Background: an optimization exercise with open tools, aiming at small area. Do not read the settings as production practice.
Where RTL was checked, it was by simulation tests only, not by an equivalence proof against the original.
No activity file was given, so power comes from the tool's default toggle rates.

// alu
module alu #(
    parameter WIDTH     = 8,
    parameter BITS      = 64,
    parameter PRECISION = 2
) (
    input  logic                 clk, rst,
    input  logic [     BITS-1:0] a,
    input  logic [     BITS-1:0] b,
    output logic [     BITS-1:0] result_final,
    input  logic [PRECISION-1:0] precision,
    input  logic [          3:0] opcode,
    output logic                 carry
);
==> module byte_add, before the edit <==
module byte_add (
    input  logic [7:0] a, b,
    input  logic       sub, cb, ncb,
    output logic [7:0] p, g, s,
    output logic       ngb, npb, nc7
);
  logic [7:0] bm, k;
  logic [7:0] gc;    
  logic [7:0] pc;    
  logic [7:0] c;     
  for (genvar j = 0; j < 8; j++) begin : g_bit
    c_xor2 u_bm (.a(b[j]), .b(sub), .y(bm[j]));
    c_ha   u_ha (.a(a[j]), .b(bm[j]), .s(p[j]), .c(g[j]));
    if (j == 2 || j == 4 || j == 6) c_nor2 u_k (.a(a[j]), .b(bm[j]), .y(k[j]));
    else assign k[j] = 1'b0;
  end
  assign gc[0] = g[0];
  assign pc[0] = p[0];
  for (genvar j = 1; j < 8; j++) begin : g_rip
    if (j % 2 == 1) begin
      c_aoi21 u_g (.a1(p[j]), .a2(gc[j-1]), .b1(g[j]), .y(gc[j]));    
      c_nand2 u_p (.a(p[j]), .b(pc[j-1]), .y(pc[j]));                 
    end else begin
      c_aoi21 u_g (.a1(p[j]), .a2(gc[j-1]), .b1(k[j]), .y(gc[j]));    
      c_nor2b u_p (.a(pc[j-1]), .bn(p[j]), .y(pc[j]));                
    end
  end
  assign ngb = gc[7];
  assign npb = pc[7];
  c_xor2 u_s0 (.a(p[0]), .b(cb), .y(s[0]));
  for (genvar j = 1; j < 8; j++) begin : g_sum
    if ((j - 1) % 2 == 0) begin
      c_aoi21 u_c (.a1(pc[j-1]), .a2(cb), .b1(gc[j-1]), .y(c[j]));
      c_xnor2 u_s (.a(p[j]), .b(c[j]), .y(s[j]));
    end else begin
      c_o21ai u_c (.a1(pc[j-1]), .a2(ncb), .b1(gc[j-1]), .y(c[j]));
      c_xor2  u_s (.a(p[j]), .b(c[j]), .y(s[j]));
    end
  end
  assign c[0] = cb;
  assign nc7 = c[7];    
endmodule
==> flow/config.mk <==
export PLATFORM = sky130hd
export DESIGN_NAME = alu
export DESIGN_NICKNAME = alu
export VERILOG_FILES = /design/flow/design.v
export SDC_FILE = /design/flow/constraint.sdc
export NUM_CORES = 4
export LEC_CHECK = 0
export CAP_MARGIN = 20
export CORE_MARGIN = 2
export CORE_UTILIZATION = 60
export CTS_BUF_LIST = sky130_fd_sc_hd__clkbuf_2 sky130_fd_sc_hd__clkbuf_4
export CTS_CLUSTER_SIZE = 30
export GPL_TIMING_DRIVEN = 0
export SLEW_MARGIN = 20
export SYNTH_HIERARCHICAL = 1
export SYNTH_MINIMUM_KEEP_SIZE = 0
==> flow/constraint.sdc <==
create_clock -name core_clock -period 6.0 [get_ports {clk}]
set_input_delay 1.2000 -clock core_clock [delete_from_list [all_inputs] [get_ports {clk}]]
set_output_delay 1.2000 -clock core_clock [all_outputs]
set_load 0.01 [all_outputs]
standard.sh (not shown) runs the stock make flow with config.mk's settings and CLKGATE_MAP_FILE= SYNTH_SCRIPT=/design/flow/synth_recipe.tcl, a recipe that flattens the netlist after the stock synthesis.
==> flow/flow/run.sh <==
#!/bin/bash
# Standard synthesis, then every combinational cell is set to its smallest
# drive strength (the layout's repair steps size up what timing needs), then
# the standard layout with the ports buffered by buf_1.
set -euo pipefail
bash standard.sh synth > synth.log 2>&1
openroad -no_init -exit flow/downsize.tcl > downsize.log 2>&1
export BUFFER_PORTS_ARGS="-buffer_cell sky130_fd_sc_hd__buf_1"
bash standard.sh > layout.log 2>&1
==> flow/flow/downsize.tcl <==
# Swap each combinational cell of the synthesized netlist to the _1 (or _0)
# drive strength of the same cell, when that is smaller.
set odb_file orfs/results/sky130hd/alu/base/1_synth.odb
read_db $odb_file
set db [ord::get_db]
set n 0
foreach inst [[ord::get_db_block] getInsts] {
  set m [$inst getMaster]
  set name [$m getName]
  if { ![regexp {^(sky130_fd_sc_hd__[a-z0-9]+)_([0-9]+)$} $name -> base drive] } { continue }
  if { [regexp {__(df|dl|sdf|edf|conb|tap|fill|decap|clkdlybuf|dlygate|dlymetal)} $base] } { continue }
  set best $m
  foreach d {0 1} {
    set cand [$db findMaster ${base}_$d]
    if { $cand ne "NULL" && [expr {[$cand getWidth] < [[set best] getWidth]}] } { set best $cand }
  }
  if { $best ne $m } {
    $inst swapMaster $best
    incr n
  }
}
puts "downsized $n instances"
write_db $odb_file
The starting point finished clean.
Change:
--- a/flow/design.v
+++ b/flow/design.v
@@ -179,28 +179,34 @@
   for (genvar j = 0; j < 8; j++) begin : g_bit
     c_xor2 u_bm (.a(b[j]), .b(sub), .y(bm[j]));
     c_ha   u_ha (.a(a[j]), .b(bm[j]), .s(p[j]), .c(g[j]));
     if (j == 2 || j == 4 || j == 6) c_nor2 u_k (.a(a[j]), .b(bm[j]), .y(k[j]));
     else assign k[j] = 1'b0;
   end
-  assign gc[0] = g[0];
-  assign pc[0] = p[0];
+  assign gc[0] = 1'b0;
+  assign pc[0] = 1'b0;
   for (genvar j = 1; j < 8; j++) begin : g_rip
-    if (j % 2 == 1) begin
+    if (j == 1) begin
+      c_aoi21 u_g (.a1(p[j]), .a2(g[0]), .b1(g[j]), .y(gc[j]));       
+      c_nand2 u_p (.a(p[j]), .b(p[0]), .y(pc[j]));                    
+    end else if (j % 2 == 1) begin
       c_aoi21 u_g (.a1(p[j]), .a2(gc[j-1]), .b1(g[j]), .y(gc[j]));    
       c_nand2 u_p (.a(p[j]), .b(pc[j-1]), .y(pc[j]));                 
     end else begin
       c_aoi21 u_g (.a1(p[j]), .a2(gc[j-1]), .b1(k[j]), .y(gc[j]));    
       c_nor2b u_p (.a(pc[j-1]), .bn(p[j]), .y(pc[j]));                
     end
   end
   assign ngb = gc[7];
   assign npb = pc[7];
   c_xor2 u_s0 (.a(p[0]), .b(cb), .y(s[0]));
   for (genvar j = 1; j < 8; j++) begin : g_sum
-    if ((j - 1) % 2 == 0) begin
+    if (j == 1) begin
+      c_aoi21 u_c (.a1(p[0]), .a2(cb), .b1(g[0]), .y(c[j]));
+      c_xnor2 u_s (.a(p[j]), .b(c[j]), .y(s[j]));
+    end else if ((j - 1) % 2 == 0) begin
       c_aoi21 u_c (.a1(pc[j-1]), .a2(cb), .b1(gc[j-1]), .y(c[j]));
       c_xnor2 u_s (.a(p[j]), .b(c[j]), .y(s[j]));
     end else begin
       c_o21ai u_c (.a1(pc[j-1]), .a2(ncb), .b1(gc[j-1]), .y(c[j]));
       c_xor2  u_s (.a(p[j]), .b(c[j]), .y(s[j]));
     end
After rerunning: The changed run finished with timing, DRC and antenna clean; die area decreases by 0.66%; utilization barely changes; final area decreases by 0.36%; critical path depth increases by 1; flip-flop and latch count does not change; routed wire length decreases by 1.2%; via count decreases by 0.46%; worst setup slack got worse by 0.025 ns; worst hold slack improved by 0.0064 ns; register-to-register slack is about the same; global-route usage decreases by 0.63 points; total power increases by 0.59%; sequential share of layout area increases by 0.11 points.
The RTL of the second run of this note was laid out without a check of its function.

========
alu, a different RTL version from the one above (not shown whole).
For scale: roughly 8900 um^2 of cells after synthesis.
Settings: LEC_CHECK=0, CAP_MARGIN=20, CORE_MARGIN=2, CORE_UTILIZATION=60, CTS_BUF_LIST=sky130_fd_sc_hd__clkbuf_2 sky130_fd_sc_hd__clkbuf_4, CTS_CLUSTER_SIZE=30, GPL_TIMING_DRIVEN=0, SLEW_MARGIN=20, SYNTH_HIERARCHICAL=1, SYNTH_MINIMUM_KEEP_SIZE=0; clock period 6.0 ns.
Scripts as last shown in full above: flow/flow/run.sh, flow/flow/downsize.tcl
Rerun with:
--- a/flow/design.v
+++ b/flow/design.v
@@ -187,28 +187,34 @@
   for (genvar j = 0; j < 8; j++) begin : g_bit
     c_xor2 u_bm (.a(b[j]), .b(sub), .y(bm[j]));
     c_ha   u_ha (.a(a[j]), .b(bm[j]), .s(p[j]), .c(g[j]));
     if (j == 2 || j == 4 || j == 6) c_nor2 u_k (.a(a[j]), .b(bm[j]), .y(k[j]));
     else assign k[j] = 1'b0;
   end
-  assign gc[0] = g[0];
-  assign pc[0] = p[0];
+  assign gc[0] = 1'b0;
+  assign pc[0] = 1'b0;
   for (genvar j = 1; j < 8; j++) begin : g_rip
-    if (j % 2 == 1) begin
+    if (j == 1) begin
+      c_aoi21 u_g (.a1(p[j]), .a2(g[0]), .b1(g[j]), .y(gc[j]));       
+      c_nand2 u_p (.a(p[j]), .b(p[0]), .y(pc[j]));                    
+    end else if (j % 2 == 1) begin
       c_aoi21 u_g (.a1(p[j]), .a2(gc[j-1]), .b1(g[j]), .y(gc[j]));    
       c_nand2 u_p (.a(p[j]), .b(pc[j-1]), .y(pc[j]));                 
     end else begin
       c_aoi21 u_g (.a1(p[j]), .a2(gc[j-1]), .b1(k[j]), .y(gc[j]));    
       c_nor2b u_p (.a(pc[j-1]), .bn(p[j]), .y(pc[j]));                
     end
   end
   assign ngb = gc[7];
   assign npb = pc[7];
   c_xor2 u_s0 (.a(p[0]), .b(cb), .y(s[0]));
   for (genvar j = 1; j < 8; j++) begin : g_sum
-    if ((j - 1) % 2 == 0) begin
+    if (j == 1) begin
+      c_aoi21 u_c (.a1(p[0]), .a2(cb), .b1(g[0]), .y(c[j]));
+      c_xnor2 u_s (.a(p[j]), .b(c[j]), .y(s[j]));
+    end else if ((j - 1) % 2 == 0) begin
       c_aoi21 u_c (.a1(pc[j-1]), .a2(cb), .b1(gc[j-1]), .y(c[j]));
       c_xnor2 u_s (.a(p[j]), .b(c[j]), .y(s[j]));
     end else begin
       c_o21ai u_c (.a1(pc[j-1]), .a2(ncb), .b1(gc[j-1]), .y(c[j]));
       c_xor2  u_s (.a(p[j]), .b(c[j]), .y(s[j]));
     end
Outcome:
- via count falls by a few percent
- non-clock buffer count is lower by 18
- clock-buffer cell count grows by 1
- die area went down slightly
- combinational power is about the same
- critical path depth is higher by 1
- maximum frequency shrinks slightly
- worst setup slack degrades by 60 ps
Only the layout flow was run in the first run of this note; the RTL was not checked for function there.

afterwards: timing with drivers on the ports:
How much do the figures lean on ideal ports? The routed layouts below were timed once more, with nothing changed but the port constraints.
Step 1 (the two cells are an assumption about what drives the block):
set clk [get_ports {clk}]
set_driving_cell -lib_cell sky130_fd_sc_hd__clkbuf_16 $clk
set_driving_cell -lib_cell sky130_fd_sc_hd__buf_2 [delete_from_list [all_inputs] $clk]
Step 2 adds t to the input delays and takes it off the output delays; t is the mean of the earliest and latest rising clock arrival at the registers after step 1. Input paths then give back, and output paths get back, about the clock's delay inside the block.
a / b / c = no drivers / after step 1 / after step 2; a / b = the first two.
run | t (ns) | slack for setup (ns) | hold slack, ns | worst setup path after step 2 | worst slew at a driven data input, ns
the first run of note 1 | 0.581 | 0.316 / 0.300 / -0.281 | 0.349 / 0.349 / 0.349 | input to register | 0.08
the second run of note 1 | 0.595 | 0.291 / 0.287 / -0.308 | 0.355 / 0.355 / 0.355 | input to register | 0.07
the first run of note 2 | 0.583 | 0.213 / 0.197 / -0.387 | 0.349 / 0.349 / 0.349 | input to register | 0.07
the second run of note 2 | 0.577 | 0.153 / 0.163 / -0.414 | 0.347 / 0.347 / 0.347 | input to register | 0.07
Met with ideal ports but missed after step 2: setup timing in every run listed. For the first run of note 2, which loses most, drivers alone change the setup slack by -0.016 ns; drivers and shift together by -0.600 ns.
